This is an optimization exercise on Yosys and OpenROAD, whose aim is small area, a short achievable clock period and few clock cycles per item, not a production implementation.
Where RTL was checked, it was by simulation tests only, not by an equivalence proof against the original.

before:
==> flow/design.v <==
module hyperbolic_exp_cordic (
    input rstn,
    input clk,
    input signed [NUM_W - 1:0] z0,
    input in_valid,
    output in_ready,
    output reg signed [NUM_W - 1:0] w,
    output reg out_valid,
    input out_ready
);
    localparam NUM_W = 16;
    wire adv = !out_valid || out_ready;
    assign in_ready = adv;
    reg v0;
    reg [15:0] z_0;
    reg [3:0] dc_0;   
    wire [14:0] s0_u = z0[14:0] ^ {15{z0[15]}};
    wire s0_e1 = (s0_u < 15'd9000);
    wire s0_e2 = (s0_e1 ? (s0_u < 15'd4815) : (s0_u < 15'd13185));
    wire s0_e3 = (s0_e1 ? (s0_e2 ? (s0_u < 15'd2756) : (s0_u < 15'd6874)) : (s0_e2 ? (s0_u < 15'd11126) : (s0_u < 15'd15244)));
    wire s0_e4 = (s0_e1 ? (s0_e2 ? (s0_e3 ? (s0_u < 15'd1731) : (s0_u < 15'd3781)) : (s0_e3 ? (s0_u < 15'd5849) : (s0_u < 15'd7899))) : (s0_e2 ? (s0_e3 ? (s0_u < 15'd10101) : (s0_u < 15'd12151)) : (s0_e3 ? (s0_u < 15'd14219) : (s0_u < 15'd16269))));
    always @(posedge clk) if (!rstn) v0 <= 1'b0; else if (adv) v0 <= in_valid;
    always @(posedge clk) if (adv) begin z_0 <= z0; dc_0 <= {s0_e4, s0_e3, s0_e2, s0_e1} ^ {4{z0[15]}}; end
    reg v1;
    reg [15:0] w_1;
    reg [9:0] d_1;   
    wire [15:0] s1_c = (dc_0[3] ? (dc_0[2] ? (dc_0[1] ? (dc_0[0] ? (z_0[15] ? 16'd17294 : 16'd64830) : (z_0[15] ? 16'd8924 : 16'd56460)) : (dc_0[0] ? (z_0[15] ? 16'd13176 : 16'd60712) : (z_0[15] ? 16'd4806 : 16'd52342))) : (dc_0[1] ? (dc_0[0] ? (z_0[15] ? 16'd15244 : 16'd62780) : (z_0[15] ? 16'd6874 : 16'd54410)) : (dc_0[0] ? (z_0[15] ? 16'd11126 : 16'd58662) : (z_0[15] ? 16'd2756 : 16'd50292)))) : (dc_0[2] ? (dc_0[1] ? (dc_0[0] ? (z_0[15] ? 16'd15244 : 16'd62780) : (z_0[15] ? 16'd6874 : 16'd54410)) : (dc_0[0] ? (z_0[15] ? 16'd11126 : 16'd58662) : (z_0[15] ? 16'd2756 : 16'd50292))) : (dc_0[1] ? (dc_0[0] ? (z_0[15] ? 16'd13194 : 16'd60730) : (z_0[15] ? 16'd4824 : 16'd52360)) : (dc_0[0] ? (z_0[15] ? 16'd9076 : 16'd56612) : (z_0[15] ? 16'd706 : 16'd48242)))));
    wire [15:0] s1_z5 = z_0 + s1_c;
    wire s1_d5 = s1_z5[15];
    wire s1_ok = s1_z5[15:10] == {6{s1_d5}};
    wire [9:0] s1_d = s1_ok ? {s1_z5[1], ~s1_z5[1], ~s1_z5[2], ~s1_z5[3], ~s1_z5[4], ~s1_z5[5], ~s1_z5[6], ~s1_z5[7], ~s1_z5[8], ~s1_z5[9]} : {10{s1_d5}};
    wire [15:0] s1_w6p = (dc_0[3] ? (dc_0[2] ? (dc_0[1] ? (dc_0[0] ? (z_0[15] ? 16'd5885 : 16'd17651) : (z_0[15] ? 16'd9807 : 16'd29421)) : (dc_0[0] ? (z_0[15] ? 16'd7565 : 16'd22695) : (z_0[15] ? 16'd12608 : 16'd37824))) : (dc_0[1] ? (dc_0[0] ? (z_0[15] ? 16'd6668 : 16'd20005) : (z_0[15] ? 16'd11114 : 16'd33342)) : (dc_0[0] ? (z_0[15] ? 16'd8572 : 16'd25720) : (z_0[15] ? 16'd14289 : 16'd42867)))) : (dc_0[2] ? (dc_0[1] ? (dc_0[0] ? (z_0[15] ? 16'd6669 : 16'd20005) : (z_0[15] ? 16'd11114 : 16'd33342)) : (dc_0[0] ? (z_0[15] ? 16'd8573 : 16'd25721) : (z_0[15] ? 16'd14289 : 16'd42867))) : (dc_0[1] ? (dc_0[0] ? (z_0[15] ? 16'd7557 : 16'd22672) : (z_0[15] ? 16'd12595 : 16'd37787)) : (dc_0[0] ? (z_0[15] ? 16'd9715 : 16'd29148) : (z_0[15] ? 16'd16192 : 16'd48582)))));   
    wire [15:0] s1_w6m = (dc_0[3] ? (dc_0[2] ? (dc_0[1] ? (dc_0[0] ? (z_0[15] ? 16'd5529 : 16'd16583) : (z_0[15] ? 16'd9213 : 16'd27639)) : (dc_0[0] ? (z_0[15] ? 16'd7107 : 16'd21321) : (z_0[15] ? 16'd11844 : 16'd35532))) : (dc_0[1] ? (dc_0[0] ? (z_0[15] ? 16'd6264 : 16'd18793) : (z_0[15] ? 16'd10442 : 16'd31322)) : (dc_0[0] ? (z_0[15] ? 16'd8054 : 16'd24162) : (z_0[15] ? 16'd13423 : 16'd40269)))) : (dc_0[2] ? (dc_0[1] ? (dc_0[0] ? (z_0[15] ? 16'd6265 : 16'd18793) : (z_0[15] ? 16'd10442 : 16'd31322)) : (dc_0[0] ? (z_0[15] ? 16'd8055 : 16'd24163) : (z_0[15] ? 16'd13423 : 16'd40269))) : (dc_0[1] ? (dc_0[0] ? (z_0[15] ? 16'd7099 : 16'd21298) : (z_0[15] ? 16'd11833 : 16'd35497)) : (dc_0[0] ? (z_0[15] ? 16'd9127 : 16'd27382) : (z_0[15] ? 16'd15212 : 16'd45638)))));   
    always @(posedge clk) if (!rstn) v1 <= 1'b0; else if (adv) v1 <= v0;
    always @(posedge clk) if (adv) begin w_1 <= s1_d5 ? s1_w6m : s1_w6p; d_1 <= s1_d; end
    reg v2;
    reg [15:0] w_2;
    reg [8:0] d_2;
    always @(posedge clk) if (!rstn) v2 <= 1'b0; else if (adv) v2 <= v1;
    always @(posedge clk) if (adv) begin w_2 <= w_1 + ({16{d_1[0]}} ^ (w_1 >> 6)) + d_1[0]; d_2 <= d_1[9:1]; end
    reg v3;
    reg [15:0] w_3;
    reg [7:0] d_3;
    always @(posedge clk) if (!rstn) v3 <= 1'b0; else if (adv) v3 <= v2;
    always @(posedge clk) if (adv) begin w_3 <= w_2 + ({16{d_2[0]}} ^ (w_2 >> 7)) + d_2[0]; d_3 <= d_2[8:1]; end
    reg v4;
    reg [15:0] w_4;
    reg [6:0] d_4;
    always @(posedge clk) if (!rstn) v4 <= 1'b0; else if (adv) v4 <= v3;
    always @(posedge clk) if (adv) begin w_4 <= w_3 + ({16{d_3[0]}} ^ (w_3 >> 8)) + d_3[0]; d_4 <= d_3[7:1]; end
    reg v5;
    reg [15:0] w_5;
    reg [5:0] d_5;
    always @(posedge clk) if (!rstn) v5 <= 1'b0; else if (adv) v5 <= v4;
    always @(posedge clk) if (adv) begin w_5 <= w_4 + ({16{d_4[0]}} ^ (w_4 >> 9)) + d_4[0]; d_5 <= d_4[6:1]; end
    reg v6;
    reg [15:0] w_6;
    reg [4:0] d_6;
    always @(posedge clk) if (!rstn) v6 <= 1'b0; else if (adv) v6 <= v5;
    always @(posedge clk) if (adv) begin w_6 <= w_5 + ({16{d_5[0]}} ^ (w_5 >> 10)) + d_5[0]; d_6 <= d_5[5:1]; end
    reg v7;
    reg [15:0] w_7;
    reg [3:0] d_7;
    always @(posedge clk) if (!rstn) v7 <= 1'b0; else if (adv) v7 <= v6;
    always @(posedge clk) if (adv) begin w_7 <= w_6 + ({16{d_6[0]}} ^ (w_6 >> 11)) + d_6[0]; d_7 <= d_6[4:1]; end
    reg v8;
    reg [15:0] w_8;
    reg [2:0] d_8;
    always @(posedge clk) if (!rstn) v8 <= 1'b0; else if (adv) v8 <= v7;
    always @(posedge clk) if (adv) begin w_8 <= w_7 + ({16{d_7[0]}} ^ (w_7 >> 12)) + d_7[0]; d_8 <= d_7[3:1]; end
    reg v9;
    reg [15:0] w_9;
    reg [1:0] d_9;
    always @(posedge clk) if (!rstn) v9 <= 1'b0; else if (adv) v9 <= v8;
    always @(posedge clk) if (adv) begin w_9 <= w_8 + ({16{d_8[0]}} ^ (w_8 >> 13)) + d_8[0]; d_9 <= d_8[2:1]; end
    reg v10;
    reg [15:0] w_10;
    reg [0:0] d_10;
    always @(posedge clk) if (!rstn) v10 <= 1'b0; else if (adv) v10 <= v9;
    always @(posedge clk) if (adv) begin w_10 <= w_9 + ({16{d_9[0]}} ^ (w_9 >> 13)) + d_9[0]; d_10 <= d_9[1:1]; end
    always @(posedge clk) if (!rstn) out_valid <= 1'b0; else if (adv) out_valid <= v10;
    always @(posedge clk) if (adv) w <= w_10 + ({16{d_10[0]}} ^ (w_10 >> 14)) + d_10[0];
endmodule
clock: 5.5 ns
lec_check: 0
cap_margin: 20
core_margin: 2
core_utilization: 40
setup_slack_margin: 2.5
slew_margin: 20
run.sh (not shown) runs the stock make flow with config.mk's settings and CLKGATE_MAP_FILE= SYNTH_SCRIPT=/design/flow/synth_recipe.tcl, a recipe that flattens the netlist after the stock synthesis.
before: done, clean on timing, DRC and antenna
What after does differently from before at the input level:
-- flow/config.mk --
<<< before, line 8
>>> after, line 8
export ABC_AREA = 1
[summary]
Both conditions hold for after: the flow ran to the end and the final layout passed the timing, DRC and antenna checks. Relative to before, the number of antenna violations at the first check in global routing of after is higher by 1. after vs. before: share of the cycle needed by the critical path after routing fell 10 points, number of global-route vias before repair fell 460. The final reports for after and before show number of placed instances with taps included higher in the former.
No run of this note included a check of the RTL's function; only the layout flow was run.

========
== nickel ==
Another version of the RTL of hyperbolic_exp_cordic (not shown whole).
Size in the first run: ~1900 cells after synthesis, roughly 38 I/O pins, ~17000 sq um of cells after synthesis.
Settings: LEC_CHECK=0, ABC_AREA=1, CAP_MARGIN=20, CORE_MARGIN=2, CORE_UTILIZATION=40, SETUP_SLACK_MARGIN=2.2, SLEW_MARGIN=20; clock period 5.5 ns.
Testbench counts of nickel, summed over its fixed seeds: cycles 1,120, items 1,024.
#### Input delta (fjord over nickel)
- SETUP_SLACK_MARGIN: 2.2 -> 2.5
==> flow/flow/run.sh (new file) <==
#!/bin/bash
# Standard layout, except that every port gets a sky130_fd_sc_hd__buf_2 as its
# buffer instead of the default delay buffer.
set -euo pipefail
bash standard.sh "BUFFER_PORTS_ARGS=-buffer_cell sky130_fd_sc_hd__buf_2" finish > standard.log 2>&1
==> flow/standard.sh (new file) <==
#!/bin/bash
# synth_recipe.tcl (not shown) runs the flow's synth.tcl, then flattens the netlist and writes it again
# the make line also repeats each setting of config.mk as NAME=value (left out here)
make -C /OpenROAD-flow-scripts/flow DESIGN_CONFIG=/design/flow/config.mk WORK_HOME=/design/flow/orfs CLKGATE_MAP_FILE= SYNTH_SCRIPT=/design/flow/synth_recipe.tcl "${@:-finish}"
removed: flow/run.sh
Findings:
fjord: full flow OK, the timing, DRC and antenna checks passed
Measured against each other, fjord and nickel differ in minimum period implied by the final worst setup slack, the lower figure coming from fjord.
The area taken by multi-input logic gates number comes out higher for fjord vs nickel.
Cell count: fjord higher than nickel
fjord gives more share of the core filled with cells in the final layout than nickel did.
nickel → fjord: standard cell area after detailed placement now sits lower; setup slack after placement now sits higher.
Setup changes, fjord to tundra
- SETUP_SLACK_MARGIN: 2.5 -> 2.7
==> flow/run.sh (new file) <==
#!/bin/bash
# synth_recipe.tcl (not shown) runs the flow's synth.tcl, then flattens the netlist and writes it again
# the make line also repeats each setting of config.mk as NAME=value (left out here)
make -C /OpenROAD-flow-scripts/flow DESIGN_CONFIG=/design/flow/config.mk WORK_HOME=/design/flow/orfs CLKGATE_MAP_FILE= SYNTH_SCRIPT=/design/flow/synth_recipe.tcl finish
removed: flow/flow/run.sh
removed: flow/standard.sh
==> comparison <==
Taking fjord as the reference, in tundra final standard cell area without fillers rose by about 7.5%, post-CTS setup repair buffer count saw an increase, slew at the pin with the worst max-slew slack rose by 94 ps, worst setup slack rose 190 ps, share of the core filled with cells in the final layout up 3.5 points. In summary, tundra completed successfully, with a layout that passed the timing, DRC and antenna checks. No stage failed in fjord, and the final checks on the layout all came back clean.
Input-level comparison between indigo and tundra:
- swapping 2.7 for 2.5 in SETUP_SLACK_MARGIN
- putting CTS_CLUSTER_DIAMETER at 100 where nothing was set
- putting CTS_CLUSTER_SIZE at 25 where nothing was set
==> comparison <==
The wire length on met3 of indigo is lower than that of tundra.
Taking tundra over indigo, the layout clock buffer count ratio works out to 1.6.
Logic depth of the worst register-to-register path for indigo: 6 down relative to tundra
Number of ordinary and repair buffers in the finished layout is lower on indigo
### indigo -> sierra
- setting CTS_BUF_LIST to sky130_fd_sc_hd__clkbuf_16 for the first time
- changing CTS_CLUSTER_DIAMETER from 100 to 80
- changing CTS_CLUSTER_SIZE from 25 to 40
--- outcome ---
There was hardly any difference in non-filler instance count after layout between indigo and sierra. On total routing resource utilization after global routing, sierra and indigo are neck and neck. indigo reports its source of the critical timing path as z0[13] while sierra reports d_1[4]$_DFFE_PP_. From indigo to sierra the numbers moved as follows: number of placement rows level; signed area change from the synthesized netlist to the final layout moved up.
Setup changes, sierra to xenon
- removing CTS_BUF_LIST (formerly sky130_fd_sc_hd__clkbuf_16)
- changing CTS_CLUSTER_DIAMETER from 80 to 100
- changing CORE_UTILIZATION from 40 to 50
- changing CTS_CLUSTER_SIZE from 40 to 30
The final layouts of sierra and xenon pass the timing, DRC and antenna checks. xenon — final clock period utilization by the worst path 2.2 points higher, sierra as reference. Side by side, minimum setup slack in the final design turned out lower in xenon than in sierra. Of sierra and xenon, sierra shows the higher cell area reported after detailed placement, with xenon below it. Delta (xenon minus sierra): final setup TNS has remained practically unchanged, die footprint went down 8800 sq um, number of synthesized register bits stayed essentially flat. The global-route wire length before repair of xenon falls short of that of sierra by 1.0%. Summary of xenon over sierra: tightest slew margin relative to the limit now sits lower; number of global-route vias before repair shows a reduction of 187.

==> what the ideal ports hide <==
In the flow no input, the clock included, has a driving cell. The finished layouts below were timed again as built, in two steps.
Step 1 assumes that a clkbuf_16 drives the clock port and a buf_2 every other input.
Step 2, shift: input delay + t, output delay - t, t = (earliest + latest rising clock arrival at the registers) / 2. This alone moves slack from input paths to output paths.
Slacks: no drivers / after step 1 / after step 2; pairs: no drivers / after step 1.
| run | shift t [ns] | slack for setup (ns) | slew at the worst register clock pin (ns) |
|---|---|---|---|
| before | 0.619 | 1.694 / 1.694 / 1.694 | 0.06 / 0.06 |
| after | 0.633 | 2.245 / 2.245 / 2.077 | 0.06 / 0.06 |
| nickel | 0.593 | 2.270 / 2.248 / 1.839 | 0.06 / 0.06 |
| fjord | 0.605 | 2.546 / 2.521 / 2.144 | 0.06 / 0.06 |
| tundra | 0.599 | 2.732 / 2.713 / 2.273 | 0.06 / 0.06 |
| indigo | 0.533 | 2.556 / 2.579 / 2.046 | 0.10 / 0.10 |
| sierra | 0.533 | 2.627 / 2.627 / 2.164 | 0.12 / 0.12 |
| xenon | 0.535 | 2.507 / 2.507 / 2.231 | 0.11 / 0.11 |
After both steps setup and hold are still met in every run listed. For indigo, which loses most, drivers alone change the setup slack by +0.023 ns; drivers and shift together by -0.510 ns.
